This design comes from an exercise in tuning for small area, a short achievable clock period and few clock cycles on the open sky130 flow, not from production work.
The RTL was checked by simulation tests, not by an equivalence proof against the original design.
Power figures rest on the tool's default switching activity, not on a simulated workload.

== epsilon ==
==> flow/design.v <==
module nn_ctr(
	input clk,
	input init,
	input step,
	output reg lay,         
	output reg bf,          
	output reg df,          
	output reg bp,          
	output reg [1:0] r,     
	output reg [1:0] j,     
	output reg [5:0] k,     
	output reg [6:0] n,     
	output reg nl,          
	output reg fin,         
	output lay_last,        
	output all_last         
);
	wire wph = !bf && !df;
	wire k_last = lay ? (k == 6'd49) : (k == 6'd48);
	wire n_last = lay ? (n == 7'd99) : (n == 7'd49);
	assign lay_last = nl && n_last && !lay;
	assign all_last = nl && n_last && lay;
	always @(posedge clk) begin
		if (init) begin
			lay <= 1'b0; bf <= 1'b0; df <= 1'b1; bp <= 1'b1; r <= 2'd0; j <= 2'd0;
			k <= 6'd0; n <= 7'd0; nl <= 1'b0; fin <= 1'b0;
		end else if (step) begin
			r <= r + 2'd1;
			nl <= wph && (r == 2'd2) && (lay || j == 2'd3) && k_last;
			if (r == 2'd3) begin
				if (df) begin
					df <= 1'b0;
					bf <= bp;
				end else if (bf) begin
					bf <= 1'b0;
					bp <= 1'b0;
				end else if (lay || j == 2'd3) begin
					j <= 2'd0;
					df <= 1'b1;
					if (k_last) begin
						k <= 6'd0;
						bp <= 1'b1;
						n <= n + 7'd1;
						if (n_last) begin
							if (!lay) lay <= 1'b1;
							else fin <= 1'b1;
						end
					end else
						k <= k + 6'd1;
				end else
					j <= j + 2'd1;
			end
		end
	end
endmodule
module accelerator(
input clk,
input reset_n,
output SDRAM_readn,
output SDRAM_writen,
output SDRAM_chipselect,
input SDRAM_waitrequest,
output [31:0] SDRAM_address,
output [1:0] SDRAM_byteenable,
input SDRAM_readdatavalid,
input [15:0] SDRAM_readdata,
output [15:0] SDRAM_writedata,
input start,
output done
);
assign SDRAM_chipselect = 1'b1;
assign SDRAM_byteenable = 2'b11;
localparam [16:0] B1_W = 17'd20000;
localparam [16:0] W1_W = 17'd20400;
localparam [16:0] Z1_W = 17'd71600;
localparam [16:0] Z2_W = 17'd91600;
localparam S_IDLE = 2'd0;
localparam S_RUN  = 2'd1;    
localparam S_END  = 2'd2;    
localparam S_DONE = 2'd3;
reg [1:0] st;
reg done_r;
reg o_rd, o_wr;
reg [16:0] o_addr;
reg [3:0] o_wd;
assign SDRAM_readn = ~o_rd;
assign SDRAM_writen = ~o_wr;
assign SDRAM_address = {14'd0, o_addr, 1'b0};
assign SDRAM_writedata = {3'd0, o_wd[3], 3'd0, o_wd[2], 3'd0, o_wd[1], 3'd0, o_wd[0]};
assign done = done_r;
wire idle = (st == S_IDLE);
wire adv = !(o_rd || o_wr) || !SDRAM_waitrequest;
reg rv_q;
reg [15:0] rd_q;
always @(posedge clk) begin
	rv_q <= SDRAM_readdatavalid;
	rd_q <= SDRAM_readdata;
end
reg wpend;             
reg wq;                
wire rd_ok = !wpend && (st == S_RUN) && !(s_bf && wq);
wire issue_wr = adv && wpend;
wire issue_rd = adv && rd_ok;
wire s_lay, s_bf, s_df, s_bp, s_nl, s_fin;
wire [1:0] s_r, s_j;
wire [5:0] s_k;
wire [6:0] s_n;
wire s_lay_last, s_all_last;
nn_ctr u_sctr(.clk(clk), .init(idle), .step(issue_rd),
	.lay(s_lay), .bf(s_bf), .df(s_df), .bp(s_bp), .r(s_r), .j(s_j), .k(s_k), .n(s_n), .nl(s_nl), .fin(s_fin),
	.lay_last(s_lay_last), .all_last(s_all_last));
wire p_lay, p_bf, p_df, p_bp, p_nl, p_fin;
wire [1:0] p_r, p_j;
wire [5:0] p_k;
wire [6:0] p_n;
wire p_lay_last, p_all_last;
nn_ctr u_pctr(.clk(clk), .init(idle), .step(rv_q),
	.lay(p_lay), .bf(p_bf), .df(p_df), .bp(p_bp), .r(p_r), .j(p_j), .k(p_k), .n(p_n), .nl(p_nl), .fin(p_fin),
	.lay_last(p_lay_last), .all_last(p_all_last));
reg [3:0] wi;          
reg w_lay;
reg [16:0] a_base;
reg [8:0] a_off;
always @(*) begin
	if (wpend) begin
		if (!w_lay) begin
			case (wi[1:0])
			2'd0: a_base = Z1_W - 17'd1;
			2'd1: a_base = Z1_W - 17'd1 + 17'd50;
			2'd2: a_base = Z1_W - 17'd1 + 17'd100;
			default: a_base = Z1_W - 17'd1 + 17'd150;
			endcase
			a_off = {2'd0, p_n};
		end else begin
			case (wi[3:2])
			2'd0: a_base = Z2_W - 17'd204;
			2'd1: a_base = Z2_W - 17'd204 + 17'd200;
			2'd2: a_base = Z2_W - 17'd204 + 17'd400;
			default: a_base = Z2_W - 17'd204 + 17'd600;
			endcase
			a_off = {p_n, wi[1:0]};
		end
	end else if (s_bf) begin
		a_base = B1_W;
		a_off = {s_n, s_r};
	end else if (!s_lay) begin
		case (s_r)
		2'd0: a_base = 17'd0;
		2'd1: a_base = 17'd49;
		2'd2: a_base = 17'd98;
		default: a_base = 17'd147;
		endcase
		a_off = {3'd0, s_k};
	end else begin
		case (s_r)
		2'd0: a_base = Z1_W;
		2'd1: a_base = Z1_W + 17'd50;
		2'd2: a_base = Z1_W + 17'd100;
		default: a_base = Z1_W + 17'd150;
		endcase
		a_off = {3'd0, s_k};
	end
end
wire [16:0] a_sum = a_base + a_off;
wire s_isw = !s_bf && !s_df;
reg [16:0] s_w;        
reg [16:0] s_wstep;
always @(*) begin
	if (s_nl)
		s_wstep = 17'd1;
	else if (s_r != 2'd3)
		s_wstep = s_lay ? 17'd50 : 17'd196;
	else
		s_wstep = s_lay ? (17'd1 - 17'd150) : (17'd1 - 17'd588);
end
always @(posedge clk) begin
	if (idle)
		s_w <= W1_W;
	else if (issue_rd && s_isw)
		s_w <= s_w + s_wstep;
end
reg [15:0] img [0:3];
reg signed [14:0] acc0 [0:3];
reg signed [14:0] acc1 [0:3];
reg signed [14:0] acc2 [0:3];
reg signed [14:0] acc3 [0:3];
wire signed [14:0] bclamp = (rd_q[15:13] == 3'b000 || rd_q[15:13] == 3'b111) ? rd_q[14:0] :
                            (rd_q[15] ? 15'h6000 : 15'h1fff);
wire [3:0] zor = {|rd_q[15:12], |rd_q[11:8], |rd_q[7:4], |rd_q[3:0]};
function signed [5:0] wsum;
	input [15:0] w;
	input [3:0] m;
	reg signed [5:0] t0, t1, t2, t3;
	begin
		t0 = m[0] ? {{2{w[3]}},  w[3:0]}   : 6'sd0;
		t1 = m[1] ? {{2{w[7]}},  w[7:4]}   : 6'sd0;
		t2 = m[2] ? {{2{w[11]}}, w[11:8]}  : 6'sd0;
		t3 = m[3] ? {{2{w[15]}}, w[15:12]} : 6'sd0;
		wsum = (t0 + t1) + (t2 + t3);
	end
endfunction
reg q_v;
reg signed [5:0] q_d [0:3];
wire ld_b = rv_q && p_bf;
reg e0;         
integer i;
always @(posedge clk) begin
	q_v <= rv_q && !p_df && !p_bf;
	for (i = 0; i < 4; i = i + 1)
		q_d[i] <= wsum(rd_q, img[i][3:0]);
	for (i = 0; i < 4; i = i + 1)
		if (rv_q && p_df && p_r == i)
			img[i] <= {rd_q[15:4], p_lay ? zor : rd_q[3:0]};
		else if (rv_q && !p_df && !p_bf && p_r == 2'd3)
			img[i] <= {rd_q[15:12], img[i][15:4]};
	if (q_v || ld_b)
		for (i = 0; i < 4; i = i + 1) begin
			acc0[i] <= acc1[i];
			acc1[i] <= acc2[i];
			acc2[i] <= acc3[i];
			acc3[i] <= ld_b ? bclamp : acc0[i] + q_d[i];
		end
end
wire [3:0] res [0:3];
genvar gi;
generate for (gi = 0; gi < 4; gi = gi + 1) begin : g_res
	assign res[gi] = {~acc3[gi][14], ~acc2[gi][14], ~acc1[gi][14], ~acc0[gi][14]};
end endgenerate
wire w_last = w_lay ? (wi == 4'd15) : (wi[1:0] == 2'd3);
always @(posedge clk) begin
	if (!reset_n) begin
		st <= S_IDLE;
		done_r <= 1'b0;
		o_rd <= 1'b0;
		o_wr <= 1'b0;
		e0 <= 1'b0;
		wpend <= 1'b0;
		wq <= 1'b0;
	end else begin
		e0 <= rv_q && p_nl && !idle;
		case (st)
		S_IDLE: if (start) st <= S_RUN;
		S_RUN:  if (issue_rd && s_all_last) st <= S_END;
		S_END:  if (!wq && !o_wr) begin st <= S_DONE; done_r <= 1'b1; end
		S_DONE: if (!start) begin st <= S_IDLE; done_r <= 1'b0; end
		default: st <= S_IDLE;
		endcase
		if (adv) begin
			o_wr <= wpend;
			o_rd <= rd_ok;
		end
		if (issue_wr && w_last) begin
			wpend <= 1'b0;
			wq <= 1'b0;
		end else begin
			if (e0)
				wpend <= 1'b1;
			if (issue_rd && s_nl)
				wq <= 1'b1;
		end
	end
end
always @(posedge clk) begin
	if (adv) begin
		o_addr <= (!wpend && s_isw) ? s_w : a_sum;
		o_wd <= w_lay ? {3'd0, res[wi[3:2]][wi[1:0]]} : res[wi[1:0]];
	end
	if (idle) begin
		wi <= 4'd0;
		w_lay <= 1'b0;
	end else if (issue_wr) begin
		if (w_last) begin
			wi <= 4'd0;
			w_lay <= p_lay;
		end else
			wi <= wi + 4'd1;
	end
end
endmodule
Settings: LEC_CHECK=0, ABC_AREA=1, ABC_CLOCK_PERIOD_IN_PS=2500, CAP_MARGIN=5, CORE_MARGIN=2, CORE_UTILIZATION=60, CTS_BUF_LIST=sky130_fd_sc_hd__clkbuf_8, CTS_CLUSTER_DIAMETER=60, CTS_CLUSTER_SIZE=16, PLACE_DENSITY=0.75, SETUP_SLACK_MARGIN=4.7, SLEW_MARGIN=5; clock period 7.5 ns.
run.sh (not shown) runs the stock make flow with config.mk's settings and CLKGATE_MAP_FILE= SYNTH_SCRIPT=/design/flow/synth_recipe.tcl, a recipe that flattens the netlist after the stock synthesis.
Testbench counts of epsilon, summed over its fixed seeds: cycles 376,972.
> inputs changed (epsilon -> delta)
diff --git a/flow/design.v b/flow/design.v
--- a/flow/design.v
+++ b/flow/design.v
@@ -1,8 +1,9 @@
-module nn_ctr(
+module nn_ctr #(parameter EXT_LAY = 0) (
 	input clk,
 	input init,
 	input step,
-	output reg lay,         
+	input lay_in,           
+	output lay,             
 	output reg bf,          
 	output reg df,          
 	output reg bp,          
@@ -15,6 +16,8 @@
 	output lay_last,        
 	output all_last         
 );
+	reg lay_r;
+	assign lay = EXT_LAY ? lay_in : lay_r;
 	wire wph = !bf && !df;
 	wire k_last = lay ? (k == 6'd49) : (k == 6'd48);
 	wire n_last = lay ? (n == 7'd99) : (n == 7'd49);
@@ -22,7 +25,7 @@
 	assign all_last = nl && n_last && lay;
 	always @(posedge clk) begin
 		if (init) begin
-			lay <= 1'b0; bf <= 1'b0; df <= 1'b1; bp <= 1'b1; r <= 2'd0; j <= 2'd0;
+			lay_r <= 1'b0; bf <= 1'b0; df <= 1'b1; bp <= 1'b1; r <= 2'd0; j <= 2'd0;
 			k <= 6'd0; n <= 7'd0; nl <= 1'b0; fin <= 1'b0;
 		end else if (step) begin
 			r <= r + 2'd1;
@@ -42,7 +45,7 @@
 						bp <= 1'b1;
 						n <= n + 7'd1;
 						if (n_last) begin
-							if (!lay) lay <= 1'b1;
+							if (!lay) lay_r <= 1'b1;
 							else fin <= 1'b1;
 						end
 					end else
@@ -98,15 +101,17 @@
 end
 reg wpend;             
 reg wq;                
-wire rd_ok = !wpend && (st == S_RUN) && !(s_bf && wq);
+wire rd_ok = !wpend && (st == S_RUN) && !(s_bf && wq) && !(s_df && s_lay && !w_lay);
 wire issue_wr = adv && wpend;
 wire issue_rd = adv && rd_ok;
+reg [3:0] wi;          
+reg w_lay;             
 wire s_lay, s_bf, s_df, s_bp, s_nl, s_fin;
 wire [1:0] s_r, s_j;
 wire [5:0] s_k;
 wire [6:0] s_n;
 wire s_lay_last, s_all_last;
-nn_ctr u_sctr(.clk(clk), .init(idle), .step(issue_rd),
+nn_ctr u_sctr(.clk(clk), .init(idle), .step(issue_rd), .lay_in(1'b0),
 	.lay(s_lay), .bf(s_bf), .df(s_df), .bp(s_bp), .r(s_r), .j(s_j), .k(s_k), .n(s_n), .nl(s_nl), .fin(s_fin),
 	.lay_last(s_lay_last), .all_last(s_all_last));
 wire p_lay, p_bf, p_df, p_bp, p_nl, p_fin;
@@ -114,11 +119,9 @@
 wire [5:0] p_k;
 wire [6:0] p_n;
 wire p_lay_last, p_all_last;
-nn_ctr u_pctr(.clk(clk), .init(idle), .step(rv_q),
+nn_ctr #(.EXT_LAY(1)) u_pctr(.clk(clk), .init(idle), .step(rv_q), .lay_in(w_lay),
 	.lay(p_lay), .bf(p_bf), .df(p_df), .bp(p_bp), .r(p_r), .j(p_j), .k(p_k), .n(p_n), .nl(p_nl), .fin(p_fin),
 	.lay_last(p_lay_last), .all_last(p_all_last));
-reg [3:0] wi;          
-reg w_lay;
 reg [16:0] a_base;
 reg [8:0] a_off;
 always @(*) begin
@@ -130,7 +133,7 @@
 			2'd2: a_base = Z1_W - 17'd1 + 17'd100;
 			default: a_base = Z1_W - 17'd1 + 17'd150;
 			endcase
-			a_off = {2'd0, p_n};
+			a_off = {2'd0, s_n};
 		end else begin
 			case (wi[3:2])
 			2'd0: a_base = Z2_W - 17'd204;
@@ -138,7 +141,7 @@
 			2'd2: a_base = Z2_W - 17'd204 + 17'd400;
 			default: a_base = Z2_W - 17'd204 + 17'd600;
 			endcase
-			a_off = {p_n, wi[1:0]};
+			a_off = {s_n, wi[1:0]};
 		end
 	end else if (s_bf) begin
 		a_base = B1_W;
@@ -210,7 +213,7 @@
 		q_d[i] <= wsum(rd_q, img[i][3:0]);
 	for (i = 0; i < 4; i = i + 1)
 		if (rv_q && p_df && p_r == i)
-			img[i] <= {rd_q[15:4], p_lay ? zor : rd_q[3:0]};
+			img[i] <= {rd_q[15:4], w_lay ? zor : rd_q[3:0]};
 		else if (rv_q && !p_df && !p_bf && p_r == 2'd3)
 			img[i] <= {rd_q[15:12], img[i][15:4]};
 	if (q_v || ld_b)
@@ -271,7 +274,7 @@
 	end else if (issue_wr) begin
 		if (w_last) begin
 			wi <= 4'd0;
-			w_lay <= p_lay;
+			w_lay <= w_lay || s_lay;
 		end else
 			wi <= wi + 4'd1;
 	end
[summary]
Looking only at sequential power, and setting everything else aside, the higher value of epsilon and delta goes to epsilon.
Relative to epsilon, insertion delay to the later sink of the worst-skew pair increased by 0.02 ns in delta.
Post-layout instance area (delta vs. epsilon) decreases by a few percent
Total routed wirelength is higher on epsilon
Die area on delta is ahead of epsilon.
Lower utilization of the core after routing goes to delta over epsilon.
Testbench counts of delta, summed over its fixed seeds: cycles 376,972.

## re-timing with driven ports
No port has a modelled driver above. Below, the same layouts with a new extraction and two added sets of constraints.
Step 1 assumes that a clkbuf_16 drives the clock port and a buf_2 every other input.
Step 2 times the ports against the registers' clock, not the clock port: input delays grow and output delays shrink by t, the midpoint of the rising clock arrivals with the driver on.
Slacks: no drivers / after step 1 / after step 2; pairs: no drivers / after step 1.
| run | shift t [ns] | setup WS [ns] | hold slack, ns | worst register clock-pin slew, ns | cell pins on the clock port's net |
|---|---|---|---|---|---|
| epsilon | 0.654 | 4.737 / 4.684 / 4.186 | 0.409 / 0.409 / 0.409 | 0.10 / 0.10 | 1 |
| delta | 0.664 | 4.751 / 4.701 / 4.186 | 0.416 / 0.416 / 0.416 | 0.10 / 0.10 | 1 |
After both steps setup and hold are still met in every run listed. The setup slack of delta, which loses most, moves by -0.050 ns with the drivers and by -0.565 ns with both steps.
